This design comes from an exercise in tuning for small area and a short achievable clock period on the open sky130 flow, not from production work. The RTL was checked by simulation tests, not by an equivalence proof against the original design. No activity file was given, so power comes from the tool's default toggle rates. No driver is modelled on the clock port, so clocking that relies on it looks cheaper here than on a real chip.

[design/flow/config.mk]
export PLATFORM = sky130hd
export DESIGN_NAME = Nto1_sync_fifo
export DESIGN_NICKNAME = Nto1_sync_fifo
export VERILOG_FILES = /design/flow/design.v
export SDC_FILE = /design/flow/constraint.sdc
export NUM_CORES = 4
export LEC_CHECK = 0
export CAP_MARGIN = 35
export CORE_MARGIN = 2
export CORE_UTILIZATION = 60
export CTS_CLUSTER_DIAMETER = 80
export CTS_CLUSTER_SIZE = 24
export PLACE_DENSITY = 0.68
export SETUP_SLACK_MARGIN = 3.5
export SLEW_MARGIN = 30
[design/flow/constraint.sdc]
create_clock -name core_clock -period 6.0 [get_ports {clk_i}]
set_input_delay 1.2000 -clock core_clock [delete_from_list [all_inputs] [get_ports {clk_i}]]
set_output_delay 1.2000 -clock core_clock [all_outputs]
set_load 0.01 [all_outputs]
[design/flow/design.v]
module Nto1_sync_fifo #(N = 4, DATA_WIDTH = 32, DEPTH = 16)
         (input logic clk_i,
          input logic rst_n_i,
          input logic [N*DATA_WIDTH-1:0] data_i,  
          input logic [N-1:0] wr_en_i,            
          input logic rd_en_i,
          output logic                   fifo_full_o,
          output logic                   fifo_empty_o,
          output logic [DATA_WIDTH-1:0]  data_o
         );
localparam RD  = DEPTH-1;         
localparam OD  = DEPTH/2;         
localparam BD  = OD-1;            
logic [DATA_WIDTH-1:0] r_data [0:RD-1][0:N-1];
logic [N-1:0]          r_mask [0:RD-1];
logic [RD-1:0]         r_wp, r_rp;      
logic [DATA_WIDTH-1:0] h_data [0:N-1];
logic [N-1:0]          h_rem;
logic [DEPTH-1:0] e_lvl;                
logic             e_full;               
logic [OD-1:0]    o_lvl;                
logic             o_empty;              
wire e_nempty = e_lvl[0];
wire e_one    = e_lvl[0] & ~e_lvl[1];
wire e_nfull  = ~e_lvl[DEPTH-1];
wire o_nempty = o_lvl[0];
wire o_one    = o_lvl[0] & ~o_lvl[1];
wire o_nfull  = ~o_lvl[OD-1];
wire any_wr = |wr_en_i;
wire e_wr   = any_wr & e_nfull;
wire xfer   = e_nempty & o_nfull;
wire [N-1:0] lane = h_rem & ~(h_rem - 1'b1);    
wire         last = ((h_rem & ~lane) == '0);
wire         pop  = xfer & last;
wire h_from_in   = ~e_nempty | (pop & e_one);
wire h_from_ring = pop & ~e_one;
wire r_take      = e_nfull & ~h_from_in;
wire h_take      = e_nfull & h_from_in;
wire r_push      = any_wr & r_take;
logic [DATA_WIDTH-1:0] r_word [0:N-1];
logic [N-1:0]          r_hmask;
always_comb begin
  for (int j = 0; j < N; j++) begin
    r_word[j] = '0;
    for (int k = 0; k < RD; k++)
      if (r_rp[k]) r_word[j] = r_word[j] | r_data[k][j];
  end
  r_hmask = '0;
  for (int k = 0; k < RD; k++)
    if (r_rp[k]) r_hmask = r_hmask | r_mask[k];
end
always_ff @(posedge clk_i) begin
  for (int k = 0; k < RD; k++) begin
    for (int j = 0; j < N; j++)
      if (wr_en_i[j] && (r_take && r_wp[k]))
        r_data[k][j] <= data_i[j*DATA_WIDTH +: DATA_WIDTH];
    if (any_wr && (r_take && r_wp[k]))
      r_mask[k] <= wr_en_i;
  end
  for (int j = 0; j < N; j++)
    if (h_from_ring)             h_data[j] <= r_word[j];
    else if (wr_en_i[j] && h_take) h_data[j] <= data_i[j*DATA_WIDTH +: DATA_WIDTH];
  if (h_from_ring)    h_rem <= r_hmask;
  else if (h_from_in) h_rem <= wr_en_i;
  else if (xfer)      h_rem <= h_rem & ~lane;
end
always_ff @(posedge clk_i, negedge rst_n_i) begin
  if (!rst_n_i) begin
    r_wp   <= RD'(1);
    r_rp   <= RD'(1);
    e_lvl  <= '0;
    e_full <= 1'b0;
  end else begin
    if (r_push)      r_wp <= {r_wp[RD-2:0], r_wp[RD-1]};
    if (h_from_ring) r_rp <= {r_rp[RD-2:0], r_rp[RD-1]};
    if (e_wr && !pop) begin
      e_lvl  <= {e_lvl[DEPTH-2:0], 1'b1};
      e_full <= e_lvl[DEPTH-2];
    end else if (!e_wr && pop) begin
      e_lvl  <= {1'b0, e_lvl[DEPTH-1:1]};
      e_full <= 1'b0;
    end
  end
end
logic [DATA_WIDTH-1:0] xword;
always_comb begin
  xword = '0;
  for (int j = 0; j < N; j++)
    if (lane[j]) xword = xword | h_data[j];
end
logic [DATA_WIDTH-1:0] o_head;
logic [DATA_WIDTH-1:0] o_buf [0:BD-1];
logic [BD-1:0]         b_wp, b_rp;      
wire o_rd     = rd_en_i & o_nempty;
wire h_from_x = xfer & (~o_nempty | (o_rd & o_one));
wire h_from_b = o_rd & ~o_one;
wire b_push   = xfer & o_nempty & ~(o_rd & o_one);
logic [DATA_WIDTH-1:0] b_word;
always_comb begin
  b_word = '0;
  for (int k = 0; k < BD; k++)
    if (b_rp[k]) b_word = b_word | o_buf[k];
end
always_ff @(posedge clk_i, negedge rst_n_i) begin
  if (!rst_n_i)      o_head <= '0;
  else if (h_from_x) o_head <= xword;
  else if (h_from_b) o_head <= b_word;
end
always_ff @(posedge clk_i) begin
  for (int k = 0; k < BD; k++)
    if (b_push && b_wp[k]) o_buf[k] <= xword;
end
always_ff @(posedge clk_i, negedge rst_n_i) begin
  if (!rst_n_i) begin
    b_wp    <= BD'(1);
    b_rp    <= BD'(1);
    o_lvl   <= '0;
    o_empty <= 1'b1;
  end else begin
    if (b_push)   b_wp <= {b_wp[BD-2:0], b_wp[BD-1]};
    if (h_from_b) b_rp <= {b_rp[BD-2:0], b_rp[BD-1]};
    if (xfer && !o_rd) begin
      o_lvl   <= {o_lvl[OD-2:0], 1'b1};
      o_empty <= 1'b0;
    end else if (!xfer && o_rd) begin
      o_lvl   <= {1'b0, o_lvl[OD-1:1]};
      o_empty <= ~o_lvl[1];
    end
  end
end
assign fifo_full_o  = e_full;
assign fifo_empty_o = o_empty;
assign data_o       = o_head;
endmodule
[design/flow/run.sh]
#!/bin/bash
# synth_recipe.tcl (not shown) runs the flow's synth.tcl, then flattens the netlist and writes it again
# the make line also repeats each setting of config.mk as NAME=value (left out here)
make -C /OpenROAD-flow-scripts/flow DESIGN_CONFIG=/design/flow/config.mk WORK_HOME=/design/flow/orfs CLKGATE_MAP_FILE= SYNTH_SCRIPT=/design/flow/synth_recipe.tcl finish
==> impl_metrics.ini, run 1 <==
[status]
status = timing/DRC/antenna clean

[place]
placed_area_um2 = 92100
hpwlAfterDp_mm = 119
portBuffers = 168
gp_congestion = 0.842

[route]
postRouteAntennaNets = 0
drt_wl_total_mm = 260
vias = 51400
initialDrtViolationCount = 8699
drc = 0
via_per_inst = 7.25
dr.pass1.iters = 9
wl_per_cell_um = 36.6

[cts]
clk_path_buf_depth = 3
h-tree-depth = 3
clk_pin_slew_ps = 100
root_buffer = clkbuf_16
clock_sinks = 2437
cts_tree = yes
clkLatencyLatePin_ps = 780
cts_buffers = 115

[logic_synthesis]
async_reset_ff_share_pct = 4.14
syn-num-nets = 5021
synth_flop_cell = edfxtp_1
synth_cells = 4884
seq_area_frac_synth_pct = 82.3
synth_edf_count = 2336
ys_types = 45
ys.warnings.count = 6
ys_ff_latch = 2437
netlist_area_um2 = 88400
syn_avg_cell_area_um2 = 18.1

[layout]
n_fill_cell = 9537
final_area_um2 = 98200
finish.net_count = 5230
drive_gt1_share_pct = 11.6
synthToLayoutAreaGrowth_pct = 11.1
mostFrequentLayoutCells = 2336 x edfxtp_1, 856 x a22oi_1, 191 x nand2_1, 164 x a222oi_1, 154 x o21ai_0
layout_commonest_cell = edfxtp_1

[pwr]
p_sw_share_pct = 27.3
leakagePower_nw = 30.7
vdd_drop_max_v = 0.000366
clockPowerShare_pct = 25.6
power_density_nw_per_um2 = 357
p_switching_mw = 9.57
total_power_mw = 35.1
internal_power_mw = 25.5
p_comb_share_pct = 15.2
seq_power_share_pct = 59.2

[timing]
max_freq_mhz = 382
drv_slew = 0
skew_ps = 31.1
hold_viol_final = 0
timing.slew.headroom_pct = 26.8
rsz0062_at_grt = yes
finalCritPeriodShare_pct = 43.7
tns_ps = 0
worst_pin_slew_ps = 1100
setup_viol = 0
layout_min_cycle_time_ps = 2620

[global_routing]
grt_pass1_wl_mm = 361
use_met2_pct = 52.7
grt.busiest_layer = met2
grt_overflow = 0
antenna_found_initial = 22
use_met3_pct = 7.95
grt_pass1_vias = 49200
grt_max_degree = 135
met1_usage_pct = 46.7
grtUsageTotal_pct = 33.8

[setup_path]
arrival_ps = 1420
critPathLaunch = o_empty
critPathBufInv = 1
reg2reg_from = h_rem[1]
r2r-end = o_head[31]
crit_required_ps = 4800
path_cells = buf_6
cp_top_family = flip-flops
critPathKind = register to output port
cpPeakStageDelay_ps = 550
worst_setup_path_end_kind = output port
cp-start-kind = register
cp_slowest_cell = dfstp_2
rrSetupSlack_ps = 3410
rr_worst_depth = 6
crit_fanout = 2

[floorplanning]
die_w_um = 388
die_area_um2 = 150000
coreArea_um2 = 146000
die_y_um = 388
start_util_pct = 60.6
ioPinCount = 169
fp-row-count = 140

[flow_run]
drv_cap = 0

[hold_path]
hold_class = input pin to asynchronous set/reset pin
cell families after synthesis:
group                    count (synthesis)  synth area share (%)
AND/OR/NAND/NOR                        724                  4.09
multiplexers                            64                 0.787
adder cells (fa/ha/maj)                  3                0.0396
buffers and inverters                  338                  1.53
AO/OA/AOI/OAI                         1318                  11.3
flip-flops                            2437                  82.3
synth_stat cells (2+ instances only):
cell type     n  area (um^2)
edfxtp_1   2336        70100
a22oi_1     856         6430
clkbuf_1    260          976
nand2_1     191          717
a222oi_1    164         1640
o21ai_0     154          771
nand3_1     133          666
nand4_1     132          826
nor2_1      131          492
dfrtp_1      96         2400
and2_1       82          513
a221o_1      64          641
buf_1        39          146
a21oi_1      37          185
nand3b_1     36          270
a31oi_1      33          206
mux2_2       29          327
buf_2        27          135
mux2i_1      20          200
mux2_1       15          169
nor3_1        7         35.0
buf_6         5         56.3
dfstp_2       5          131
buf_4         4         30.0
inv_1         3         11.3
nor3b_2       3         37.5
a32oi_1       2         17.5
ha_1          2         25.0
or3_1         2         12.5
flip-flops by register name (all words and copies together) (netlist names), 8 cells and up:
signal and count:
r_rp 15, o_buf 224, o_head 32, h_data 128, r_mask 60, e_lvl 16, r_wp 15, r_data 1920
o_lvl 8
layer usage:
metal	vias up	part of all wire, %
li1	20700	-
met3	556	13
met5	-	0.13
met2	3801	47
met4	26	4.4
met1	26300	36
area by class of cell:
type,count,area [um^2],area share [%]
antenna,11,27.5,0.0280
clock buffer,168,3260,3.32
clock inverter,20,181,0.185
inverter,3,11.3,0.0115
multi-input combinational,2173,15300,15.5
sequential,2437,72800,74.1
tap,1917,2400,2.44
timing repair buffer,363,4300,4.38
power groups by stage:
stage                     clock [mW]  combinational, mW  sequential (mW)
after floorplan                    0               2.27             20.6
after global placement             0               4.00             21.1
after detailed placement           0               4.13             21.1
after CTS                       9.00               4.86             20.7
after global routing            9.56               5.50             20.7
final                           8.99               5.34             20.8
stage by stage:
stage	std cells	utilization [%]	worst slack [ps]	hold WS, ps
floorplan	4884	-	3390	470
global placement	6678	62.9	1900	491
detailed placement	6689	63.1	1900	502
CTS	7020	66.7	3340	372
global route	7088	67.3	3370	409
finish	7092	67.3	3380	377
worst max-delay path by stage:
stage / end / slack (ps) / cells after the start
after global routing: fifo_empty_o / 3370 / 1
after global placement: r_data[57][19] / 1900 / 3
after floorplan: h_data[0][0] / 3390 / 7
after CTS: fifo_full_o / 3340 / 1
final: fifo_empty_o / 3380 / 1
after detailed placement: e_lvl[11] / 1900 / 6
timing repair:
action,4_1_cts,5_1_grt
setup endpoints to repair,2576,1445
hold buffers,0,0
resized for setup,245,56
buffers inserted,80,43
gates cloned,63,8
pin swaps,15,11
==> inputs of run 2 (changes only) <==
==> design/flow/flow/run.sh (new file) <==
#!/bin/bash
# Own layout flow: the standard ORFS flow (standard.sh), with two changes:
#  - clock tree synthesis without dummy loads,
#  - repair steps free to pick cells of any footprint.
# The whole ORFS run's output goes to standard_flow.log; each ORFS step also
# keeps its own log under orfs/logs/.
set -euo pipefail
bash standard.sh MATCH_CELL_FOOTPRINT=0 \
  "CTS_ARGS=-sink_clustering_enable -repair_clock_nets -sink_clustering_size 24 -sink_clustering_max_diameter 80 -dont_use_dummy_load" \
  finish > standard_flow.log 2>&1
==> design/flow/standard.sh (new file) <==
#!/bin/bash
# synth_recipe.tcl (not shown) runs the flow's synth.tcl, then flattens the netlist and writes it again
# the make line also repeats each setting of config.mk as NAME=value (left out here)
make -C /OpenROAD-flow-scripts/flow DESIGN_CONFIG=/design/flow/config.mk WORK_HOME=/design/flow/orfs CLKGATE_MAP_FILE= SYNTH_SCRIPT=/design/flow/synth_recipe.tcl "${@:-finish}"
removed: design/flow/run.sh
==> impl_metrics.ini, run 2 <==
[status]
status = timing/DRC/antenna clean

[timing]
tns_ps = 0
skew_ps = 45.1
layout_min_cycle_time_ps = 2590
max_freq_mhz = 386
rsz0062_at_grt = yes
fin_ws_ps = 3410
timing.slew.headroom_pct = 23.9
worst_pin_slew_ps = 1140
setup_viol = 0
finalCritPeriodShare_pct = 43.2
drv_slew = 0
fin_hold_ws_ps = 375
hold_viol_final = 0

[global_routing]
grt_max_degree = 135
grt_pass1_vias = 49300
grt_overflow = 0
grt_pass1_wl_mm = 362
grtUsageTotal_pct = 33.9
antenna_found_initial = 28

[route]
dr.pass1.iters = 7
via_per_inst = 7.31
drt_wl_total_mm = 260
initialDrtViolationCount = 8687
postRouteAntennaNets = 0
vias = 51500
drc = 0
wl_per_cell_um = 36.8

[setup_path]
path_cells = buf_6
cpPeakStageDelay_ps = 540
rrSetupSlack_ps = 3510
critPathBufInv = 1
rr_worst_depth = 7
reg2reg_from = h_rem[2]
r2r-end = h_data[2][11]
worst_setup_path_end_kind = output port
cp_top_family = flip-flops
crit_fanout = 2
cp_slowest_cell = dfstp_2
cp-start-kind = register
crit_required_ps = 4800
critPathKind = register to output port
arrival_ps = 1390

[layout]
regMostFlops = r_data
final_area_um2 = 98100
regArea_um2 = 72800
multiInputGateArea_um2 = 15200
synthToLayoutAreaGrowth_pct = 11.0
postLayoutCoreUtil_pct = 67.2
largest_registers = r_data: 1920 flops, o_buf: 224 flops, h_data: 128 flops
largest_reg_flops = 1920
layout_commonest_cell = edfxtp_1
mostFrequentLayoutCells = 2336 x edfxtp_1, 856 x a22oi_1, 191 x nand2_1, 164 x a222oi_1, 154 x o21ai_0
finish.net_count = 5257
drive_gt1_share_pct = 11.4
n_fill_cell = 9501

[logic_synthesis]
ys_ff_latch = 2437
synth_compound_area_share_pct = 11.3
synthTopCellsByCount = 2336 x edfxtp_1, 856 x a22oi_1, 260 x clkbuf_1, 191 x nand2_1, 164 x a222oi_1
synth_flop_cell = edfxtp_1
synth_adder_area_share_pct = 0.0396
synth-xor-area-share_pct = 0
yosys.cell_count.top_type = edfxtp_1
syn_avg_cell_area_um2 = 18.1
ys_types = 45
syn-num-nets = 5021
yosys.area_share.simple_pct = 4.09
synth_area_leaders = edfxtp_1 79%, a22oi_1 7.3%, dfrtp_1 2.7%, a222oi_1 1.9%, clkbuf_1 1.1%
yosys.area.top_type = edfxtp_1
synth_cells = 4884
seq_area_frac_synth_pct = 82.3
async_reset_ff_share_pct = 4.14
synth_mux_area_share_pct = 0.787
netlist_area_um2 = 88400
ys.warnings.count = 6
synth_top_family_by_area = compound AO/OA/AOI/OAI gates
synth_edf_count = 2336
synth_top_area_share_pct = 79.4

[floorplanning]
die_w_um = 388
die_y_um = 388
fp-row-count = 140
coreArea_um2 = 146000
start_util_pct = 60.6
die_area_um2 = 150000
ioPinCount = 169

[cts]
h-tree-depth = 3
clk_pin_slew_ps = 90
clkLatencyLatePin_ps = 800
clock_sinks = 2437
clk_path_buf_depth = 3
cts_tree = yes
cts_buffers = 115
ctsHoldBuffers = 0
root_buffer = clkbuf_16

[flow_run]
drv_cap = 0

[pwr]
leakagePower_nw = 30.6
power_density_nw_per_um2 = 348
vdd_drop_max_v = 0.000354

[place]
hpwlAfterDp_mm = 119
gp_congestion = 0.842
portBuffers = 168
placed_area_um2 = 92100
pre_cts_ws_ps = 1900

[hold_path]
hold_class = input pin to asynchronous set/reset pin
==> run 2: cell counts after synthesis <==
Identical to the previous run, type by type.
==> run 2: power breakdown <==
group          internal [mW]  switching (mW)
logic                   1.51            3.58
registers               20.0           0.783
clock network           3.40            4.91
==> run 2: cells by family (layout without fill, tap and decap cells) <==
| logic type | count (synthesis) | after routing |
|---|---|---|
| DFF | 2437 | 2437 |
| buffers and inverters | 338 | 511 |
| and+or+nand+nor | 724 | 784 |
| other | 0 | 17 |
| muxes | 64 | 64 |
| AOI/OAI and AO/OA | 1318 | 1319 |
| adders and majority gates | 3 | 3 |
==> run 2: what timing repair did <==
action                     in CTS  in global routing
resized for setup             183                 36
buffers inserted              121                 33
pin swaps                      13                  8
gates cloned                   60                  5
setup endpoints to repair    2576               1936
==> run 2: how the worst max path moves through the flow <==
stage / start / to / slack (ps) / depth (start not counted)
5_1_grt: rd_en_i / o_buf[5][29] / 3390 / 4
6_report: o_empty / fifo_empty_o / 3410 / 1
4_1_cts: e_lvl[15] / fifo_full_o / 3360 / 1
3_5_place_dp: wr_en_i[1] / e_lvl[11] / 1900 / 6
2_1_floorplan: h_rem[1] / h_data[0][0] / 3390 / 7
3_3_place_gp: wr_en_i[1] / r_data[57][19] / 1900 / 3
==> run 2: per-stage QoR <==
step / std cells / total power, mW
CTS: 6985 / 33.8
detailed placement: 6689 / 25.3
global route: 7047 / 34.9
global placement: 6678 / 25.1
finish: 7052 / 34.2
floorplan: 4884 / 22.8
==> run 2: routing by layer <==
metal | wire, um | global-route usage [%] | up-vias | share of wire [%]
met5 | 158 | 0 | - | 0.061
met4 | 11800 | 15.0 | 24 | 4.5
met3 | 33800 | 7.60 | 576 | 13
met2 | 122000 | 52.8 | 3954 | 47
met1 | 92500 | 46.7 | 26300 | 36
li1 | - | - | 20700 | -
==> run 2: area by class of cell <==
type	count	share of cell area (%)
diodes	17	0.0434
clock buffers	115	2.93
inverters	3	0.0115
multi-input cells	2170	15.5
flip-flops and latches	2437	74.2
well taps	1917	2.45
repair buffers	393	4.93
==> inputs of run 3 (changes only) <==
--- a/design/flow/design.v
+++ b/design/flow/design.v
@@ -18,2 +18,4 @@
 logic [N-1:0]          h_rem;
+logic [N-1:0]          h_lane;          
+logic                  h_last;          
 logic [DEPTH-1:0] e_lvl;                
@@ -31,4 +33,10 @@
 wire xfer   = e_nempty & o_nfull;
-wire [N-1:0] lane = h_rem & ~(h_rem - 1'b1);    
-wire         last = ((h_rem & ~lane) == '0);
+function automatic [N-1:0] lowest(input [N-1:0] m);
+  lowest = m & ~(m - 1'b1);
+endfunction
+function automatic single(input [N-1:0] m);
+  single = ((m & (m - 1'b1)) == '0);
+endfunction
+wire [N-1:0] lane = h_lane;
+wire         last = h_last;
 wire         pop  = xfer & last;
@@ -51,2 +59,3 @@
 end
+wire [N-1:0] h_next = h_rem & ~lane;    
 always_ff @(posedge clk_i) begin
@@ -62,5 +71,15 @@
     else if (wr_en_i[j] && h_take) h_data[j] <= data_i[j*DATA_WIDTH +: DATA_WIDTH];
-  if (h_from_ring)    h_rem <= r_hmask;
-  else if (h_from_in) h_rem <= wr_en_i;
-  else if (xfer)      h_rem <= h_rem & ~lane;
+  if (h_from_ring) begin
+    h_rem  <= r_hmask;
+    h_lane <= lowest(r_hmask);
+    h_last <= single(r_hmask);
+  end else if (h_from_in) begin
+    h_rem  <= wr_en_i;
+    h_lane <= lowest(wr_en_i);
+    h_last <= single(wr_en_i);
+  end else if (xfer) begin
+    h_rem  <= h_next;
+    h_lane <= lowest(h_next);
+    h_last <= single(h_next);
+  end
 end
@@ -71,3 +90,2 @@
     e_lvl  <= '0;
-    e_full <= 1'b0;
   end else begin
@@ -75,11 +93,8 @@
     if (h_from_ring) r_rp <= {r_rp[RD-2:0], r_rp[RD-1]};
-    if (e_wr && !pop) begin
-      e_lvl  <= {e_lvl[DEPTH-2:0], 1'b1};
-      e_full <= e_lvl[DEPTH-2];
-    end else if (!e_wr && pop) begin
-      e_lvl  <= {1'b0, e_lvl[DEPTH-1:1]};
-      e_full <= 1'b0;
-    end
+    if (e_wr && !pop)      e_lvl <= {e_lvl[DEPTH-2:0], 1'b1};
+    else if (!e_wr && pop) e_lvl <= {1'b0, e_lvl[DEPTH-1:1]};
   end
 end
+always_ff @(posedge clk_i)
+  e_full <= (e_lvl[DEPTH-1] & ~pop) | (e_lvl[DEPTH-2] & e_wr & ~pop);
 logic [DATA_WIDTH-1:0] xword;
@@ -117,3 +132,2 @@
     o_lvl   <= '0;
-    o_empty <= 1'b1;
   end else begin
@@ -121,11 +135,8 @@
     if (h_from_b) b_rp <= {b_rp[BD-2:0], b_rp[BD-1]};
-    if (xfer && !o_rd) begin
-      o_lvl   <= {o_lvl[OD-2:0], 1'b1};
-      o_empty <= 1'b0;
-    end else if (!xfer && o_rd) begin
-      o_lvl   <= {1'b0, o_lvl[OD-1:1]};
-      o_empty <= ~o_lvl[1];
-    end
+    if (xfer && !o_rd)      o_lvl <= {o_lvl[OD-2:0], 1'b1};
+    else if (!xfer && o_rd) o_lvl <= {1'b0, o_lvl[OD-1:1]};
   end
 end
+always_ff @(posedge clk_i)
+  o_empty <= ~xfer & (~o_lvl[0] | (o_rd & ~o_lvl[1]));
 assign fifo_full_o  = e_full;
==> design/flow/run.sh (new file) <==
#!/bin/bash
# synth_recipe.tcl (not shown) runs the flow's synth.tcl, then flattens the netlist and writes it again
# the make line also repeats each setting of config.mk as NAME=value (left out here)
make -C /OpenROAD-flow-scripts/flow DESIGN_CONFIG=/design/flow/config.mk WORK_HOME=/design/flow/orfs CLKGATE_MAP_FILE= SYNTH_SCRIPT=/design/flow/synth_recipe.tcl finish
--- a/design/flow/config.mk
+++ b/design/flow/config.mk
@@ -9,6 +9,6 @@
 export CORE_MARGIN = 2
-export CORE_UTILIZATION = 60
+export CORE_UTILIZATION = 70
 export CTS_CLUSTER_DIAMETER = 80
 export CTS_CLUSTER_SIZE = 24
-export PLACE_DENSITY = 0.68
+export PLACE_DENSITY = 0.78
 export SETUP_SLACK_MARGIN = 3.5
removed: design/flow/flow/run.sh
removed: design/flow/standard.sh
==> impl_metrics.ini, run 3 <==
[global_routing]
use_met3_pct = 9.41
use_met2_pct = 54.6
grt_pass1_wl_mm = 346
grt_overflow = 0
grt_max_degree = 121
grt.busiest_layer = met2
met1_usage_pct = 53.6
grtUsageTotal_pct = 37.2
antenna_found_initial = 36
grt_pass1_vias = 49500

[pwr]
p_switching_mw = 8.75
vdd_drop_max_v = 0.000320
clockPowerShare_pct = 25.8
seq_power_share_pct = 61.3
leakagePower_nw = 31.2
power_density_nw_per_um2 = 345
total_power_mw = 33.5
internal_power_mw = 24.7
p_sw_share_pct = 26.2
p_comb_share_pct = 12.9

[floorplanning]
ioPinCount = 169
die_area_um2 = 130000
start_util_pct = 70.7
coreArea_um2 = 126000
fp-row-count = 130
die_w_um = 361
die_y_um = 361

[logic_synthesis]
synth_cells = 4947
ys.warnings.count = 6
synth_area_leaders = edfxtp_1 79%, a22oi_1 5.1%, dfrtp_1 2.7%, a222oi_1 1.8%, nand2_1 1.6%
synth_flop_cell = edfxtp_1
yosys.cell_count.top_type = edfxtp_1
yosys.area.top_type = edfxtp_1
syn-num-nets = 5084
synth_top_area_share_pct = 78.8
async_reset_ff_share_pct = 4.10
seq_area_frac_synth_pct = 81.7
synthTopCellsByCount = 2340 x edfxtp_1, 600 x a22oi_1, 378 x nand2_1, 262 x nand3_1, 212 x clkbuf_1
synth_edf_count = 2340
netlist_area_um2 = 89200
ys_types = 48
ys_ff_latch = 2442
syn_avg_cell_area_um2 = 18.0

[setup_path]
cp_top_family = flip-flops
cp-start-kind = register
critPathBufInv = 1
cpPeakStageDelay_ps = 820
worst_setup_path_end_kind = register
rr_worst_depth = 6
reg2reg_from = r_rp[13]
path_cells = buf_12 > a22oi_1 > nand2_1 > nor3_4 > nand3b_1 > o21ai_0
cp_slowest_cell = dfrtp_4
critPathKind = register to register
crit_fanout = 63
crit_required_ps = 6520
arrival_ps = 3130
rrSetupSlack_ps = 3390
r2r-end = h_lane[1]

[layout]
fin_cells = 6809
finish.net_count = 5208
largest_registers = r_data: 1920 flops, o_buf: 224 flops, h_data: 128 flops
largest_reg_flops = 1920
layout_commonest_cell = edfxtp_1
mostFrequentLayoutCells = 2340 x edfxtp_1, 600 x a22oi_1, 374 x nand2_1, 262 x nand3_1, 164 x a222oi_1
drive_gt1_share_pct = 11.2
regMostFlops = r_data
synthToLayoutAreaGrowth_pct = 8.92

[route]
dr.pass1.iters = 9
initialDrtViolationCount = 11400
postRouteAntennaNets = 0
drt_wl_total_mm = 250
via_per_inst = 7.67
drc = 0
wl_per_cell_um = 36.7
vias = 52200

[place]
gp_congestion = 0.858
portBuffers = 168
hpwlAfterDp_mm = 121
dpl.cell_count = 6507
pre_cts_ws_ps = 1750

[timing]
hold_viol_final = 0
fin_ws_ps = 3390
timing.slew.headroom_pct = 27.3
max_freq_mhz = 384
rsz0062_at_grt = yes
worst_pin_slew_ps = 1090
drv_slew = 0
fin_hold_ws_ps = 333
tns_ps = 0
layout_min_cycle_time_ps = 2610
skew_ps = 41.1
finalCritPeriodShare_pct = 43.5
setup_viol = 0

[cts]
h-tree-depth = 3
cts_tree = yes
clk_pin_slew_ps = 90
clock_sinks = 2442
ctsHoldBuffers = 0
cts_buffers = 112
root_buffer = clkbuf_16
clk_path_buf_depth = 3
clkLatencyLatePin_ps = 790

[hold_path]
hold_class = input pin to asynchronous set/reset pin

[status]
status = timing/DRC/antenna clean

[flow_run]
drv_cap = 0
run 3: cell types whose count changed after synthesis, sizes merged, moves of 60 or more:
cell	before	now
a221o	64	0
a22oi	856	600
nand2	191	378
and2	82	22
a221oi	1	160
and3	1	62
nor2	131	41
nand4	132	2
nand3	133	263
a22o	0	160
run 3: kinds of logic after synthesis:
kind of cell | count (synthesis) | share of synthesized area [%]
AO/OA/AOI/OAI | 1291 | 11.6
multiplexers | 82 | 1.01
adder cells (fa/ha/maj) | 4 | 0.0505
buffers and inverters | 342 | 1.72
AND/OR/NAND/NOR | 786 | 4.01
flip-flops | 2442 | 81.7
run 3: per-stage QoR:
stage / utilization [%] / instance area, um^2
finish: 77.0 / 97100
global route: 77.0 / 97100
CTS: 76.6 / 96600
detailed placement: 73.5 / 92600
global placement: 73.3 / 92400
floorplan: - / 89300
run 3: worst register-to-register path: cells and delay by family (launching register included):
family	cells	cell delay [ps]
AOI/OAI and AO/OA	2	490
DFF	1	820
and+or+nand+nor	3	660
buffers and inverters	1	380
run 3: layer usage:
metal  wire length (um)  vias up
li1                   -    20700
met1              84400    26000
met2             113000     4883
met3              40300      632
met4              11800       34
met5                255        -
run 3: final cells by class:
type                            instances  area, um^2
Clock buffer                          176        3160
Multi-Input combinational cell       2212       15700
Tap cell                             1650        2060
Clock inverter                          6        52.6
Antenna cell                           20        50.0
Sequential cell                      2442       72900
Fill cell                            6645       28900
Timing Repair Buffer                  300        3170
Inverter                                3        16.3
run 3: power groups by stage:
stage                     clock network (mW)  registers, mW  logic, mW
final                                   8.63           20.5       4.33
after global routing                    9.12           20.5       4.51
after CTS                               8.59           20.4       4.04
after detailed placement                   0           20.8       3.84
after global placement                     0           20.8       3.67
after floorplan                            0           20.5       2.10
run 3: worst max path at each step:
| stage | startpoint | end | slack [ps] | cells after the start |
|---|---|---|---|---|
| CTS | h_last | r_data[39][9] | 3380 | 5 |
| global route | o_head[0] | data_o[0] | 3390 | 1 |
| finish | r_rp[13] | h_lane[1] | 3390 | 6 |
| floorplan | wr_en_i[1] | r_data[13][0] | 3450 | 3 |
| detailed placement | wr_en_i[3] | e_lvl[6] | 1750 | 6 |
| global placement | wr_en_i[1] | e_lvl[1] | 1950 | 5 |
run 3: repair_timing:
action | CTS | global route
pin swaps | 14 | 17
gates resized for setup | 232 | 46
setup endpoints to repair | 2532 | 2136
gates cloned | 34 | 18
buffers inserted | 30 | 18
==> inputs of run 4 (changes only) <==
--- a/design/flow/config.mk
+++ b/design/flow/config.mk
@@ -9,6 +9,6 @@
 export CORE_MARGIN = 2
-export CORE_UTILIZATION = 70
+export CORE_UTILIZATION = 60
 export CTS_CLUSTER_DIAMETER = 80
 export CTS_CLUSTER_SIZE = 24
-export PLACE_DENSITY = 0.78
+export PLACE_DENSITY = 0.68
 export SETUP_SLACK_MARGIN = 3.5
==> impl_metrics.ini, run 4 <==
[status]
status = timing/DRC/antenna clean

[cts]
cts_tree = yes
clk_pin_slew_ps = 100
clock_sinks = 2442
h-tree-depth = 3
cts_buffers = 115
root_buffer = clkbuf_16
clk_path_buf_depth = 3
clkLatencyLatePin_ps = 780

[timing]
max_freq_mhz = 391
skew_ps = 35.5
worst_pin_slew_ps = 1080
timing.slew.headroom_pct = 28.0
drv_slew = 0
finalCritPeriodShare_pct = 42.7
fin_hold_ws_ps = 473
tns_ps = 0
hold_viol_final = 0
setup_viol = 0
layout_min_cycle_time_ps = 2560
fin_ws_ps = 3440
rsz0062_at_grt = yes

[logic_synthesis]
synth_edf_count = 2340
synthTopCellsByCount = 2340 x edfxtp_1, 600 x a22oi_1, 378 x nand2_1, 262 x nand3_1, 212 x clkbuf_1
ys_ff_latch = 2442
synth_flop_cell = edfxtp_1
yosys.area.top_type = edfxtp_1
async_reset_ff_share_pct = 4.10
syn_avg_cell_area_um2 = 18.0
syn-num-nets = 5084
yosys.cell_count.top_type = edfxtp_1
ys.warnings.count = 6
ys_types = 48
netlist_area_um2 = 89200
synth_cells = 4947
seq_area_frac_synth_pct = 81.7
synth_area_leaders = edfxtp_1 79%, a22oi_1 5.1%, dfrtp_1 2.7%, a222oi_1 1.8%, nand2_1 1.6%
synth_top_area_share_pct = 78.8

[route]
dr.pass1.iters = 8
postRouteAntennaNets = 0
vias = 51900
wl_per_cell_um = 36.9
initialDrtViolationCount = 9982
via_per_inst = 7.26
drc = 0
drt_wl_total_mm = 264

[global_routing]
grt_pass1_vias = 48200
antenna_found_initial = 33
grt_pass1_wl_mm = 363
grtUsageTotal_pct = 33.8
grt_overflow = 0
grt_max_degree = 100

[setup_path]
path_cells = buf_2
cp_top_family = flip-flops
cp_slowest_cell = dfrtp_1
critPathKind = register to output port
worst_setup_path_end_kind = output port
critPathBufInv = 1
cpPeakStageDelay_ps = 430
cp-start-kind = register
arrival_ps = 1360
crit_fanout = 2
crit_required_ps = 4800

[layout]
synthToLayoutAreaGrowth_pct = 10.1
mostFrequentLayoutCells = 2340 x edfxtp_1, 599 x a22oi_1, 374 x nand2_1, 262 x nand3_1, 164 x a222oi_1
regMostFlops = r_data
n_fill_cell = 9705
finish.net_count = 5252
fin_cells = 7139
drive_gt1_share_pct = 12.3
layout_commonest_cell = edfxtp_1
largest_reg_flops = 1920
largest_registers = r_data: 1920 flops, o_buf: 224 flops, h_data: 128 flops

[place]
hpwlAfterDp_mm = 125
gp_congestion = 0.841
dpl.cell_count = 6789
pre_cts_ws_ps = 1950
portBuffers = 168

[pwr]
vdd_drop_max_v = 0.000277
total_power_mw = 34.0
power_density_nw_per_um2 = 346
leakagePower_nw = 31.6

[hold_path]
hold_class = input pin to asynchronous set/reset pin

[floorplanning]
die_w_um = 390
ioPinCount = 169
coreArea_um2 = 148000
fp-row-count = 141
start_util_pct = 60.4
die_y_um = 390
die_area_um2 = 152000

[flow_run]
drv_cap = 0
run 4: kinds of logic after synthesis:
family / Yosys count / share of synthesized area [%]
AO/OA/AOI/OAI: 1291 / 11.6
adder cells (fa/ha/maj): 4 / 0.0505
buffers and inverters: 342 / 1.72
flip-flops: 2442 / 81.7
multiplexers: 82 / 1.01
AND/OR/NAND/NOR: 786 / 4.01
run 4: cell type report:
class,instances,area (um^2),share of cell area [%]
Inverter,3,16.3,0.0166
Clock buffer,173,3180,3.24
Multi-Input combinational cell,2207,15800,16.0
Antenna cell,16,40.0,0.0408
Tap cell,1930,2410,2.46
Timing Repair Buffer,346,3650,3.72
Sequential cell,2442,72900,74.2
Clock inverter,22,264,0.269
run 4: per-layer routing:
layer,wire (um),track usage [%],vias up
met5,189,0,-
met4,10400,12.7,30
met3,38300,7.52,513
met2,120000,50.9,4140
met1,94700,49.1,26300
li1,-,-,20800
run 4: timing repair:
| action | in CTS | in global routing |
|---|---|---|
| endpoints found under the setup margin | 2534 | 1421 |
| pin swaps | 32 | 7 |
| gates resized for setup | 244 | 31 |
| cloned | 44 | 6 |
| hold buffers | 0 | 0 |
| hold endpoints to repair | 0 | 0 |
| buffers inserted | 39 | 49 |
run 4: where the power goes:
group | internal, mW | leakage (nW) | switching [mW]
registers | 19.9 | 22.5 | 0.599
logic | 1.22 | 7.50 | 3.27
clock network | 3.85 | 1.67 | 5.16
total | 25.0 | 31.6 | 9.03
run 4: path summary, 6_finish.rpt:
kind	start	end	slack, ps	cells after the start
min in group core_clock	e_lvl[8]	e_lvl[8]	520	2
worst min register to register	e_lvl[8]	e_lvl[8]	520	2
worst max register to register	h_last	r_data[31][6]	3520	6
max in group asynchronous	rst_n_i	o_lvl[7]	4180	2
worst max-delay path	o_head[2]	data_o[2]	3440	1
worst min-delay path	rst_n_i	o_head[25]	470	1
run 4: worst reg2reg max path, cell delays in order, from the launching register on:
cell and delay [ps]:
edfxtp_1 490, inv_1 140, o31ai_4 90, buf_12 160, nor2_4 230, buf_8 440
and3_4 550
run 4: through the flow:
step / cell area [um^2] / utilization, %
floorplan: 89300 / -
global placement: 92700 / 62.8
detailed placement: 93000 / 63.0
CTS: 97500 / 66.0
global route: 98200 / 66.5
finish: 98200 / 66.5
==> inputs of run 5 (changes only) <==
==> design/flow/flow/run.sh (new file) <==
#!/bin/bash
# Own layout flow: the standard ORFS flow (standard.sh), with three changes:
#  - ports buffered with buf_2 cells (by default the port buffers came out as
#    slow delay cells),
#  - clock tree synthesis without dummy loads,
#  - repair steps free to pick cells of any footprint.
# The whole ORFS run's output goes to standard_flow.log; each ORFS step also
# keeps its own log under orfs/logs/.
set -euo pipefail
bash standard.sh MATCH_CELL_FOOTPRINT=0 \
  "BUFFER_PORTS_ARGS=-buffer_cell sky130_fd_sc_hd__buf_2" \
  "CTS_ARGS=-sink_clustering_enable -repair_clock_nets -sink_clustering_size 24 -sink_clustering_max_diameter 80 -dont_use_dummy_load" \
  finish > standard_flow.log 2>&1
==> design/flow/standard.sh (new file) <==
#!/bin/bash
# synth_recipe.tcl (not shown) runs the flow's synth.tcl, then flattens the netlist and writes it again
# the make line also repeats each setting of config.mk as NAME=value (left out here)
make -C /OpenROAD-flow-scripts/flow DESIGN_CONFIG=/design/flow/config.mk WORK_HOME=/design/flow/orfs CLKGATE_MAP_FILE= SYNTH_SCRIPT=/design/flow/synth_recipe.tcl "${@:-finish}"
removed: design/flow/run.sh
==> impl_metrics.ini, run 5 <==
[status]
status = timing/DRC/antenna clean

[logic_synthesis]
syn-num-nets = 5084
synth_area_leaders = edfxtp_1 79%, a22oi_1 5.1%, dfrtp_1 2.7%, a222oi_1 1.8%, nand2_1 1.6%
yosys.area.top_type = edfxtp_1
syn_avg_cell_area_um2 = 18.0
ys_ff_latch = 2442
seq_area_frac_synth_pct = 81.7
ys_types = 48
synth_top_area_share_pct = 78.8
async_reset_ff_share_pct = 4.10
netlist_area_um2 = 89200
ys.warnings.count = 6
yosys.cell_count.top_type = edfxtp_1
synthTopCellsByCount = 2340 x edfxtp_1, 600 x a22oi_1, 378 x nand2_1, 262 x nand3_1, 212 x clkbuf_1
synth_cells = 4947
synth_flop_cell = edfxtp_1
synth_edf_count = 2340

[layout]
largest_registers = r_data: 1920 flops, o_buf: 224 flops, h_data: 128 flops
fin_cells = 7016
regMostFlops = r_data
finish.net_count = 5202
mostFrequentLayoutCells = 2340 x edfxtp_1, 599 x a22oi_1, 374 x nand2_1, 262 x nand3_1, 164 x a222oi_1
drive_gt1_share_pct = 13.7
synthToLayoutAreaGrowth_pct = 7.92
largest_reg_flops = 1920
layout_commonest_cell = edfxtp_1

[route]
postRouteAntennaNets = 0
dr.pass1.iters = 9
vias = 50800
via_per_inst = 7.24
wl_per_cell_um = 36.6
drt_wl_total_mm = 257
initialDrtViolationCount = 9193
drc = 0

[setup_path]
cp-start-kind = register
rr_worst_depth = 4
reg2reg_from = e_lvl[0]
critPathKind = register to output port
r2r-end = r_data[11][6]
rrSetupSlack_ps = 3480
critPathBufInv = 1
crit_required_ps = 4800
worst_setup_path_end_kind = output port
crit_fanout = 2
cp_slowest_cell = dfrtp_1
cpPeakStageDelay_ps = 420
cp_top_family = flip-flops
arrival_ps = 1350
path_cells = buf_2

[global_routing]
grt.busiest_layer = met2
antenna_found_initial = 41
grt_pass1_vias = 48200
use_met3_pct = 7.87
met1_usage_pct = 46.9
grtUsageTotal_pct = 32.9
grt_max_degree = 99
grt_pass1_wl_mm = 354
grt_overflow = 0
use_met2_pct = 50.5

[flow_run]
drv_cap = 0

[timing]
worst_pin_slew_ps = 883
finalCritPeriodShare_pct = 42.6
timing.slew.headroom_pct = 41.1
tns_ps = 0
layout_min_cycle_time_ps = 2550
max_freq_mhz = 392
hold_viol_final = 0
setup_viol = 0
drv_slew = 0
skew_ps = 82.2
rsz0062_at_grt = yes

[cts]
clock_sinks = 2442
clk_path_buf_depth = 3
h-tree-depth = 3
ctsHoldBuffers = 0
clk_pin_slew_ps = 90
cts_tree = yes
clkLatencyLatePin_ps = 800
root_buffer = clkbuf_16
cts_buffers = 114

[pwr]
power_density_nw_per_um2 = 344
leakagePower_nw = 31.1
vdd_drop_max_v = 0.000270

[place]
gp_congestion = 0.827
dpl.cell_count = 6795
hpwlAfterDp_mm = 123
portBuffers = 168

[floorplanning]
start_util_pct = 60.4
die_w_um = 390
coreArea_um2 = 148000
fp-row-count = 141
die_area_um2 = 152000
ioPinCount = 169
die_y_um = 390

[hold_path]
hold_class = input pin to asynchronous set/reset pin
==> run 5: cells by family after synthesis <==
kind of cell	synth area share (%)
AND/OR/NAND/NOR	4.01
multiplexers	1.01
buffers and inverters	1.72
AO/OA/AOI/OAI	11.6
adder cells (fa/ha/maj)	0.0505
flip-flops	81.7
==> run 5: timing repair <==
action,4_1_cts,5_1_grt
resized for setup,40,39
setup buffers,40,26
gates cloned,4,13
pin swaps,3,10
endpoints found under the setup margin,2185,1264
==> run 5: worst max-delay path by stage <==
stage,from,cells after the start,to
finish,o_head[26],1,data_o[26]
global route,o_head[26],1,data_o[26]
CTS,o_head[26],1,data_o[26]
detailed placement,wr_en_i[1],5,e_lvl[7]
global placement,wr_en_i[1],5,e_lvl[0]
floorplan,wr_en_i[1],3,r_data[13][0]
==> run 5: power by group <==
| group | total, mW | internal, mW | switching, mW | leakage, nW |
|---|---|---|---|---|
| Combinational | 4.20 | 1.14 | 3.06 | 7.26 |
| Clock | 8.30 | 3.38 | 4.92 | 1.40 |
| Sequential | 20.6 | 19.9 | 0.713 | 22.5 |
==> run 5: metal layers <==
layer,vias to the layer above,share of wire [%]
li1,20600,-
met1,26000,36
met2,3763,46
met3,452,14
met4,30,3.4
met5,-,0.077
==> run 5: through the flow <==
| stage | hold slack [ps] | power [mW] | cell area (um^2) | util (%) | setup slack [ps] |
|---|---|---|---|---|---|
| after floorplan | 470 | 22.6 | 89300 | - | 3450 |
| after global placement | 498 | 24.5 | 91900 | 62.2 | 2490 |
| after detailed placement | 499 | 24.7 | 92100 | 62.4 | 2490 |
| after CTS | 369 | 32.8 | 95600 | 64.7 | 3410 |
| final | 375 | 33.1 | 96200 | 65.2 | 3450 |
| after global routing | 415 | 33.8 | 96200 | 65.1 | 3420 |
==> run 5: final cells by class <==
cell class | instances | area (um^2)
Sequential cell | 2442 | 72900
Fill cell | 9884 | 51400
Multi-Input combinational cell | 2177 | 15300
Clock buffer | 114 | 2850
Timing Repair Buffer | 327 | 2720
Tap cell | 1930 | 2410
Antenna cell | 23 | 57.6
Inverter | 3 | 16.3
==> inputs of run 6 (changes only) <==
--- a/design/flow/config.mk
+++ b/design/flow/config.mk
@@ -9,6 +9,6 @@
 export CORE_MARGIN = 2
-export CORE_UTILIZATION = 60
+export CORE_UTILIZATION = 70
 export CTS_CLUSTER_DIAMETER = 80
 export CTS_CLUSTER_SIZE = 24
-export PLACE_DENSITY = 0.68
+export PLACE_DENSITY = 0.78
 export SETUP_SLACK_MARGIN = 3.5
==> impl_metrics.ini, run 6 <==
[status]
status = timing/DRC/antenna clean

[floorplanning]
die_y_um = 361
start_util_pct = 70.7
die_area_um2 = 130000
die_w_um = 361
fp-row-count = 130
coreArea_um2 = 126000
ioPinCount = 169

[layout]
fin_cells = 6681
multiInputGateArea_um2 = 15300
synthToLayoutAreaGrowth_pct = 6.95
drive_gt1_share_pct = 12.6
n_fill_cell = 6712
finish.net_count = 5145
regMostFlops = r_data
layout_commonest_cell = edfxtp_1
mostFrequentLayoutCells = 2340 x edfxtp_1, 600 x a22oi_1, 374 x nand2_1, 262 x nand3_1, 164 x a222oi_1
postLayoutCoreUtil_pct = 75.6
largest_reg_flops = 1920
largest_registers = r_data: 1920 flops, o_buf: 224 flops, h_data: 128 flops
regArea_um2 = 72900

[pwr]
vdd_drop_max_v = 0.000400
p_comb_share_pct = 12.5
seq_power_share_pct = 62.8
leakagePower_nw = 30.8
power_density_nw_per_um2 = 344
p_sw_share_pct = 25.9
p_switching_mw = 8.50
clockPowerShare_pct = 24.7
internal_power_mw = 24.3

[global_routing]
grt_pass1_wl_mm = 339
grt_pass1_vias = 49100
antenna_found_initial = 44
grt_overflow = 0
grt_max_degree = 102
grtUsageTotal_pct = 36.5

[route]
drc = 0
via_per_inst = 7.66
vias = 51200
wl_per_cell_um = 36.2
initialDrtViolationCount = 10600
dr.pass1.iters = 9
drt_wl_total_mm = 242
postRouteAntennaNets = 0

[cts]
cts_tree = yes
h-tree-depth = 3
clock_sinks = 2442
cts_buffers = 112
clk_path_buf_depth = 3
root_buffer = clkbuf_16
clkLatencyLatePin_ps = 740
clk_pin_slew_ps = 90

[timing]
setup_viol = 0
tns_ps = 0
rsz0062_at_grt = yes
hold_viol_final = 0
skew_ps = 29.3
finalCritPeriodShare_pct = 41.8
timing.slew.headroom_pct = 28.1
layout_min_cycle_time_ps = 2510
drv_slew = 0
max_freq_mhz = 398
worst_pin_slew_ps = 1080

[logic_synthesis]
synth_cells = 4947
ys_ff_latch = 2442
yosys.area.top_type = edfxtp_1
yosys.cell_count.top_type = edfxtp_1
synth_edf_count = 2340
seq_area_frac_synth_pct = 81.7
async_reset_ff_share_pct = 4.10
netlist_area_um2 = 89200
ys.warnings.count = 6
synth_top_area_share_pct = 78.8
synth_area_leaders = edfxtp_1 79%, a22oi_1 5.1%, dfrtp_1 2.7%, a222oi_1 1.8%, nand2_1 1.6%
synth_flop_cell = edfxtp_1
synthTopCellsByCount = 2340 x edfxtp_1, 600 x a22oi_1, 378 x nand2_1, 262 x nand3_1, 212 x clkbuf_1
syn-num-nets = 5084
syn_avg_cell_area_um2 = 18.0
ys_types = 48

[setup_path]
reg2reg_from = h_lane[2]
crit_path_end = o_head[26]
worst_setup_path_end_kind = register
critPathLaunch = h_lane[2]
crit_fanout = 33
critPathKind = register to register
r2r-end = o_head[26]
crit_required_ps = 6620
arrival_ps = 3130
rr_worst_depth = 4
cp-start-kind = register
rrSetupSlack_ps = 3490

[place]
gp_congestion = 0.868
portBuffers = 168
dpl.cell_count = 6498
hpwlAfterDp_mm = 120

[hold_path]
hold_class = input pin to asynchronous set/reset pin

[flow_run]
drv_cap = 0
[run 6: cell count changes in the layout (fill, tap and decap cells not counted), sizes merged]
cell,delta
buf,-43
clkbuf,-4
diode,+2
nand3,+1
and3,-11
[run 6: power by group through the flow]
stage	Sequential (mW)	Clock, mW	Combinational [mW]
floorplan	20.5	0	2.10
finish	20.6	8.11	4.08
global route	20.6	8.62	4.24
CTS	20.5	8.06	3.88
detailed placement	20.9	0	3.68
global placement	20.9	0	3.48
[run 6: per-layer routing]
layer	GRT usage (%)	share of wire (%)
met4	14.2	3.9
met3	8.86	16
met2	55.1	46
met1	52.7	34
met5	0	0.099
[run 6: what timing repair did]
action,4_1_cts,5_1_grt
setup buffers,26,15
pin swaps,3,0
gates resized for setup,31,16
endpoints found under the setup margin,1468,637
hold buffers,0,0
cloned,4,1
[run 6: area by class of cell]
class	instances	share of cell area [%]
flip-flops and latches	2442	76.4
multi-input cells	2167	16.0
clock buffers	112	2.94
repair buffers	282	2.39
well taps	1650	2.16
diodes	25	0.0656
inverters	3	0.0171
[run 6: worst max-delay path, stage by stage (launching register included)]
cell	delay [ps]
edfxtp_1	380
buf_4	280
a22oi_1	900
nand2_1	440
mux2_2	380
[run 6: how the worst min path moves through the flow]
stage | startpoint | slack (ps) | depth (start not counted) | end
after floorplan | e_lvl[10] | 470 | 2 | e_lvl[10]
after global placement | o_lvl[4] | 490 | 2 | o_lvl[4]
after detailed placement | e_lvl[10] | 500 | 2 | e_lvl[10]
after CTS | rst_n_i | 490 | 1 | o_head[28]
after global routing | rst_n_i | 540 | 1 | o_head[25]
final | rst_n_i | 490 | 1 | o_head[27]
[run 6: cell families (layout without fill, tap and decap cells)]
| kind of cell | count (synthesis) | in the layout | synth area share (%) |
|---|---|---|---|
| and+or+nand+nor | 786 | 790 | 4.01 |
| adders and majority gates | 4 | 4 | 0.0505 |
| muxes | 82 | 82 | 1.01 |
| buffers and inverters | 342 | 397 | 1.72 |
| other | 0 | 25 | 0 |
| AOI/OAI and AO/OA | 1291 | 1291 | 11.6 |
| DFF | 2442 | 2442 | 81.7 |
[run 6: through the flow]
step / hold slack, ps / cell area [um^2] / total power [mW] / setup WS (ps)
2_1_floorplan: 470 / 89300 / 22.6 / 3450
3_3_place_gp: 491 / 91400 / 24.4 / 2730
3_5_place_dp: 503 / 91700 / 24.6 / 2550
4_1_cts: 490 / 95000 / 32.4 / 3470
5_1_grt: 537 / 95300 / 33.5 / 3480
6_report: 492 / 95400 / 32.8 / 3490
==> inputs of run 7 (changes only) <==
--- a/design/flow/config.mk
+++ b/design/flow/config.mk
@@ -13,3 +13,3 @@
 export PLACE_DENSITY = 0.78
-export SETUP_SLACK_MARGIN = 3.5
+export SETUP_SLACK_MARGIN = 3.6
 export SLEW_MARGIN = 30
==> impl_metrics.ini, run 7 <==
[status]
status = timing/DRC/antenna clean

[timing]
worst_pin_slew_ps = 1250
finalCritPeriodShare_pct = 42.7
layout_min_cycle_time_ps = 2560
hold_viol_final = 0
drv_slew = 0
timing.slew.headroom_pct = 16.8
tns_ps = 0
rsz0062_at_grt = yes
skew_ps = 48.8
max_freq_mhz = 391
setup_viol = 0

[logic_synthesis]
syn_avg_cell_area_um2 = 18.0
synth_mux_area_share_pct = 1.01
synth_edf_count = 2340
yosys.area_share.simple_pct = 4.01
ys.warnings.count = 6
synth-xor-area-share_pct = 0
synth_flop_cell = edfxtp_1
synth_area_leaders = edfxtp_1 79%, a22oi_1 5.1%, dfrtp_1 2.7%, a222oi_1 1.8%, nand2_1 1.6%
synth_compound_area_share_pct = 11.6
seq_area_frac_synth_pct = 81.7
synth_adder_area_share_pct = 0.0505
synth_top_family_by_area = compound AO/OA/AOI/OAI gates
ys_types = 48
ys_ff_latch = 2442
synthTopCellsByCount = 2340 x edfxtp_1, 600 x a22oi_1, 378 x nand2_1, 262 x nand3_1, 212 x clkbuf_1
synth_top_area_share_pct = 78.8
yosys.area.top_type = edfxtp_1
async_reset_ff_share_pct = 4.10
yosys.cell_count.top_type = edfxtp_1
synth_cells = 4947
syn-num-nets = 5084
netlist_area_um2 = 89200

[layout]
regMostFlops = r_data
n_fill_cell = 6498
largest_reg_flops = 1920
synthToLayoutAreaGrowth_pct = 8.95
postLayoutCoreUtil_pct = 77.1
drive_gt1_share_pct = 14.7
largest_registers = r_data: 1920 flops, o_buf: 224 flops, h_data: 128 flops
final_area_um2 = 97100
mostFrequentLayoutCells = 2340 x edfxtp_1, 598 x a22oi_1, 374 x nand2_1, 262 x nand3_1, 164 x a222oi_1
finish.net_count = 5258
layout_commonest_cell = edfxtp_1

[cts]
ctsHoldBuffers = 0
root_buffer = clkbuf_16
cts_buffers = 112
cts_tree = yes
clk_pin_slew_ps = 90
clkLatencyLatePin_ps = 770
clk_path_buf_depth = 3
clock_sinks = 2442
h-tree-depth = 3

[pwr]
total_power_mw = 33.2
leakagePower_nw = 31.5
power_density_nw_per_um2 = 342
clockPowerShare_pct = 24.6
internal_power_mw = 24.4
p_comb_share_pct = 13.3
p_sw_share_pct = 26.7
vdd_drop_max_v = 0.000387
seq_power_share_pct = 62.1
p_switching_mw = 8.85

[setup_path]
cp-start-kind = register
worst_setup_path_end_kind = output port
cp_top_family = flip-flops
critPathKind = register to output port
arrival_ps = 1360
critPathBufInv = 1
crit_required_ps = 4800
path_cells = buf_2
crit_fanout = 2
cp_slowest_cell = dfrtp_1
cpPeakStageDelay_ps = 440

[place]
portBuffers = 168
hpwlAfterDp_mm = 122
gp_congestion = 0.869
placed_area_um2 = 91800

[hold_path]
hold_class = input pin to asynchronous set/reset pin

[floorplanning]
die_w_um = 361
fp-row-count = 130
coreArea_um2 = 126000
die_area_um2 = 130000
start_util_pct = 70.7
ioPinCount = 169
die_y_um = 361

[global_routing]
grt_pass1_wl_mm = 356
use_met2_pct = 57.3
grt_overflow = 0
antenna_found_initial = 39
grt_max_degree = 90
grt_pass1_vias = 49200
grt.busiest_layer = met2
met1_usage_pct = 54.5
use_met3_pct = 10.9
grtUsageTotal_pct = 38.7

[route]
wl_per_cell_um = 38.7
drc = 0
vias = 53100
via_per_inst = 7.82
drt_wl_total_mm = 263
dr.pass1.iters = 10
initialDrtViolationCount = 11700
postRouteAntennaNets = 0

[flow_run]
drv_cap = 0
[run 7: what timing repair did]
item                                    in CTS  in global routing
setup buffers                               47                 70
endpoints found under the setup margin    2244               1291
pin swaps                                    5                  7
gates resized for setup                     78                 42
cloned                                      35                 17
[run 7: per-stage QoR]
stage / setup WS, ps / cells / hold WS [ps]
final: 3440 / 6788 / 444
after global routing: 3420 / 6784 / 486
after CTS: 3410 / 6680 / 432
after detailed placement: 2670 / 6486 / 503
after global placement: 2720 / 6472 / 501
after floorplan: 3520 / 4947 / 470
[run 7: area by class of cell]
class                      instances  area (um^2)  area share (%)
sequential                      2442        72900            75.0
multi-input combinational       2211        15800            16.3
clock buffer                     112         2800            2.88
inverter                           3         23.8          0.0245
tap                             1650         2060            2.13
timing repair buffer             351         3500            3.60
antenna                           19         47.5          0.0489
[run 7: routing by layer]
| metal | routed length, um | up-vias | share of wire, % |
|---|---|---|---|
| li1 | - | 20700 | - |
| met1 | 85000 | 26000 | 32 |
| met2 | 118000 | 5544 | 45 |
| met3 | 45600 | 827 | 17 |
| met4 | 14700 | 22 | 5.6 |
| met5 | 138 | - | 0.052 |
[run 7: kinds of logic after synthesis]
group / after synthesis
AOI/OAI and AO/OA: 1291
muxes: 82
and+or+nand+nor: 786
adders and majority gates: 4
buffers and inverters: 342
DFF: 2442
[run 7: power groups by stage]
stage | clock [mW] | combinational, mW | sequential (mW)
global route | 8.63 | 4.55 | 20.6
CTS | 8.07 | 4.02 | 20.5
finish | 8.16 | 4.42 | 20.6
floorplan | 0 | 2.13 | 20.5
detailed placement | 0 | 3.71 | 20.9
global placement | 0 | 3.60 | 20.9
[run 7: final timing paths]
kind	from	end	slack [ps]	depth (start not counted)
worst max-delay path	o_head[25]	data_o[25]	3440	1
worst min-delay path	rst_n_i	o_lvl[4]	440	1
worst max register to register	h_rem[0]	o_head[12]	3460	4
worst min register to register	o_lvl[2]	o_lvl[2]	520	2
max in group asynchronous	rst_n_i	r_rp[14]	4480	2
min in group core_clock	o_lvl[2]	o_lvl[2]	520	2
==> inputs of run 8 (changes only) <==
--- a/design/flow/flow/run.sh
+++ b/design/flow/flow/run.sh
@@ -11,3 +11,3 @@
   "BUFFER_PORTS_ARGS=-buffer_cell sky130_fd_sc_hd__buf_2" \
-  "CTS_ARGS=-sink_clustering_enable -repair_clock_nets -sink_clustering_size 24 -sink_clustering_max_diameter 80 -dont_use_dummy_load" \
+  "CTS_ARGS=-sink_clustering_enable -repair_clock_nets -sink_clustering_size 28 -sink_clustering_max_diameter 90 -dont_use_dummy_load" \
   finish > standard_flow.log 2>&1
--- a/design/flow/config.mk
+++ b/design/flow/config.mk
@@ -10,6 +10,6 @@
 export CORE_UTILIZATION = 70
-export CTS_CLUSTER_DIAMETER = 80
-export CTS_CLUSTER_SIZE = 24
+export CTS_CLUSTER_DIAMETER = 90
+export CTS_CLUSTER_SIZE = 28
 export PLACE_DENSITY = 0.78
-export SETUP_SLACK_MARGIN = 3.6
+export SETUP_SLACK_MARGIN = 3.5
 export SLEW_MARGIN = 30
==> impl_metrics.ini, run 8 <==
[pwr]
power_density_nw_per_um2 = 340
p_sw_share_pct = 26.0
vdd_drop_max_v = 0.000300
leakagePower_nw = 30.7
clockPowerShare_pct = 23.5
internal_power_mw = 23.9
p_switching_mw = 8.42
seq_power_share_pct = 63.7
p_comb_share_pct = 12.8

[cts]
clk_path_buf_depth = 3
cts_buffers = 97
ctsHoldBuffers = 0
clk_pin_slew_ps = 100
root_buffer = clkbuf_16
clkLatencyLatePin_ps = 750
cts_tree = yes
clock_sinks = 2442
h-tree-depth = 3

[logic_synthesis]
yosys.area.top_type = edfxtp_1
synth_edf_count = 2340
synth_top_area_share_pct = 78.8
syn-num-nets = 5084
async_reset_ff_share_pct = 4.10
yosys.cell_count.top_type = edfxtp_1
synth_cells = 4947
synthTopCellsByCount = 2340 x edfxtp_1, 600 x a22oi_1, 378 x nand2_1, 262 x nand3_1, 212 x clkbuf_1
seq_area_frac_synth_pct = 81.7
ys_ff_latch = 2442
ys.warnings.count = 6
netlist_area_um2 = 89200
ys_types = 48
syn_avg_cell_area_um2 = 18.0
synth_area_leaders = edfxtp_1 79%, a22oi_1 5.1%, dfrtp_1 2.7%, a222oi_1 1.8%, nand2_1 1.6%
synth_flop_cell = edfxtp_1

[hold_path]
hold_class = input pin to asynchronous set/reset pin

[global_routing]
grt_overflow = 0
antenna_found_initial = 44
grt_pass1_vias = 48800
grt_pass1_wl_mm = 338
grtUsageTotal_pct = 36.3
grt_max_degree = 102

[layout]
synthToLayoutAreaGrowth_pct = 6.65
drive_gt1_share_pct = 12.5
mostFrequentLayoutCells = 2340 x edfxtp_1, 600 x a22oi_1, 374 x nand2_1, 262 x nand3_1, 164 x a222oi_1
fin_cells = 6673
regMostFlops = r_data
largest_registers = r_data: 1920 flops, o_buf: 224 flops, h_data: 128 flops
finish.net_count = 5139
layout_commonest_cell = edfxtp_1
largest_reg_flops = 1920
n_fill_cell = 6775

[setup_path]
crit_required_ps = 6600
critPathKind = register to register
rr_worst_depth = 4
arrival_ps = 3210
crit_fanout = 33
worst_setup_path_end_kind = register
cp-start-kind = register
reg2reg_from = h_lane[2]
rrSetupSlack_ps = 3390
r2r-end = o_head[23]

[floorplanning]
ioPinCount = 169
fp-row-count = 130
start_util_pct = 70.7
die_area_um2 = 130000
coreArea_um2 = 126000
die_w_um = 361
die_y_um = 361

[timing]
worst_pin_slew_ps = 1080
layout_min_cycle_time_ps = 2610
setup_viol = 0
max_freq_mhz = 383
drv_slew = 0
hold_viol_final = 0
skew_ps = 57.6
rsz0062_at_grt = yes
finalCritPeriodShare_pct = 43.5
timing.slew.headroom_pct = 27.7
tns_ps = 0

[place]
gp_congestion = 0.868
dpl.cell_count = 6498
portBuffers = 168
hpwlAfterDp_mm = 120

[route]
drc = 0
initialDrtViolationCount = 9968
vias = 51100
postRouteAntennaNets = 0
via_per_inst = 7.65
wl_per_cell_um = 36.1
dr.pass1.iters = 10
drt_wl_total_mm = 241

[flow_run]
drv_cap = 0

[status]
status = timing/DRC/antenna clean
==> run 8: stage by stage <==
stage                     area [um^2]  setup slack, ps  util [%]  hold slack, ps  power (mW)
after floorplan                 89300             3450         -             470        22.6
after detailed placement        91700             2550      72.7             503        24.6
after global placement          91400             2730      72.5             491        24.4
after global routing            95100             3470      75.4             540        33.0
after CTS                       94700             3460      75.1             494        32.0
final                           95100             3390      75.4             492        32.3
==> run 8: cells by family (layout without fill, tap and decap cells) <==
logic type,count (synthesis),after routing,share of synthesized area [%]
multiplexers,82,82,1.01
adder cells (fa/ha/maj),4,4,0.0505
buffers and inverters,342,388,1.72
other,0,23,0
AND/OR/NAND/NOR,786,793,4.01
flip-flops,2442,2442,81.7
AO/OA/AOI/OAI,1291,1291,11.6
==> run 8: final cells by class <==
class / count / area [um^2] / area share (%)
Clock buffer: 97 / 2430 / 2.55
Multi-Input combinational cell: 2170 / 15300 / 16.1
Sequential cell: 2442 / 72900 / 76.6
Inverter: 3 / 16.3 / 0.0171
Antenna cell: 23 / 57.6 / 0.0605
Timing Repair Buffer: 288 / 2380 / 2.50
Tap cell: 1650 / 2060 / 2.17
==> run 8: worst max path at each step <==
stage	startpoint	to	slack [ps]	cells past startpoint
global route	o_head[0]	data_o[0]	3470	1
detailed placement	wr_en_i[0]	e_lvl[7]	2550	5
floorplan	wr_en_i[1]	r_data[13][0]	3450	3
global placement	wr_en_i[0]	e_lvl[10]	2730	5
finish	h_lane[2]	o_head[23]	3390	4
CTS	o_head[30]	data_o[30]	3460	1
==> run 8: routing by layer <==
layer,track usage (%),routed length (um)
met2,54.7,110000
met4,14.9,10300
met1,52.0,82300
met5,0,221
met3,9.02,37900
==> run 8: power by group through the flow <==
stage	clock network, mW	logic (mW)	registers, mW
6_report	7.61	4.14	20.6
5_1_grt	8.09	4.30	20.6
4_1_cts	7.58	3.92	20.5
3_5_place_dp	0	3.68	20.9
3_3_place_gp	0	3.48	20.9
2_1_floorplan	0	2.10	20.5
==> run 8: worst max-delay path, stage by stage, from the launching register on <==
cell,delay [ps]
edfxtp_1,390
buf_4,280
a22oi_1,870
nand2_1,510
mux2_2,400
==> run 8: timing repair <==
| item | 4_1_cts | 5_1_grt |
|---|---|---|
| setup endpoints to repair | 1999 | 697 |
| endpoints found under the hold margin | 0 | 0 |
| resized for setup | 32 | 11 |
| buffers inserted | 25 | 21 |
| pin swaps | 4 | 1 |
| cloned | 5 | 3 |

## what the ideal ports hide
In the flow no input, the clock included, has a driving cell. The finished layouts below were timed again as built, in two steps.
Step 1 (the two cells are an assumption about what drives the block):
set clk [get_ports {clk_i}]
set_driving_cell -lib_cell sky130_fd_sc_hd__clkbuf_16 $clk
set_driving_cell -lib_cell sky130_fd_sc_hd__buf_2 [delete_from_list [all_inputs] $clk]
Step 2 adds t to the input delays and takes it off the output delays; t is the mean of the earliest and latest rising clock arrival at the registers after step 1. Input paths then give back, and output paths get back, about the clock's delay inside the block.
Slacks: ideal / step 1 / step 2; pairs: ideal / step 1.
| run | t (ns) | slack for setup (ns) | worst hold slack (ns) | worst setup path at the end | worst register clock-pin slew, ns |
|---|---|---|---|---|---|
| run 1 | 0.855 | 3.380 / 3.297 / 2.626 | 0.377 / 0.321 / 0.522 | input to register | 0.10 / 0.10 |
| run 2 | 0.850 | 3.407 / 3.327 / 2.629 | 0.375 / 0.321 / 0.517 | input to register | 0.10 / 0.10 |
| run 3 | 0.856 | 3.393 / 3.340 / 2.688 | 0.333 / 0.271 / 0.524 | input to register | 0.11 / 0.11 |
| run 4 | 0.860 | 3.440 / 3.345 / 2.672 | 0.473 / 0.406 / 0.524 | input to register | 0.10 / 0.10 |
| run 5 | 0.843 | 3.447 / 3.361 / 2.741 | 0.375 / 0.314 / 0.516 | input to register | 0.10 / 0.10 |
| run 6 | 0.807 | 3.490 / 3.408 / 2.776 | 0.492 / 0.436 / 0.530 | input to register | 0.10 / 0.10 |
| run 7 | 0.827 | 3.441 / 3.356 / 2.899 | 0.444 / 0.415 / 0.521 | input to register | 0.10 / 0.10 |
| run 8 | 0.795 | 3.392 / 3.392 / 2.794 | 0.492 / 0.436 / 0.541 | input to register | 0.11 / 0.11 |
After both steps setup and hold are still met in every run listed. For run 2, which loses most, drivers alone change the setup slack by -0.080 ns; drivers and shift together by -0.778 ns.
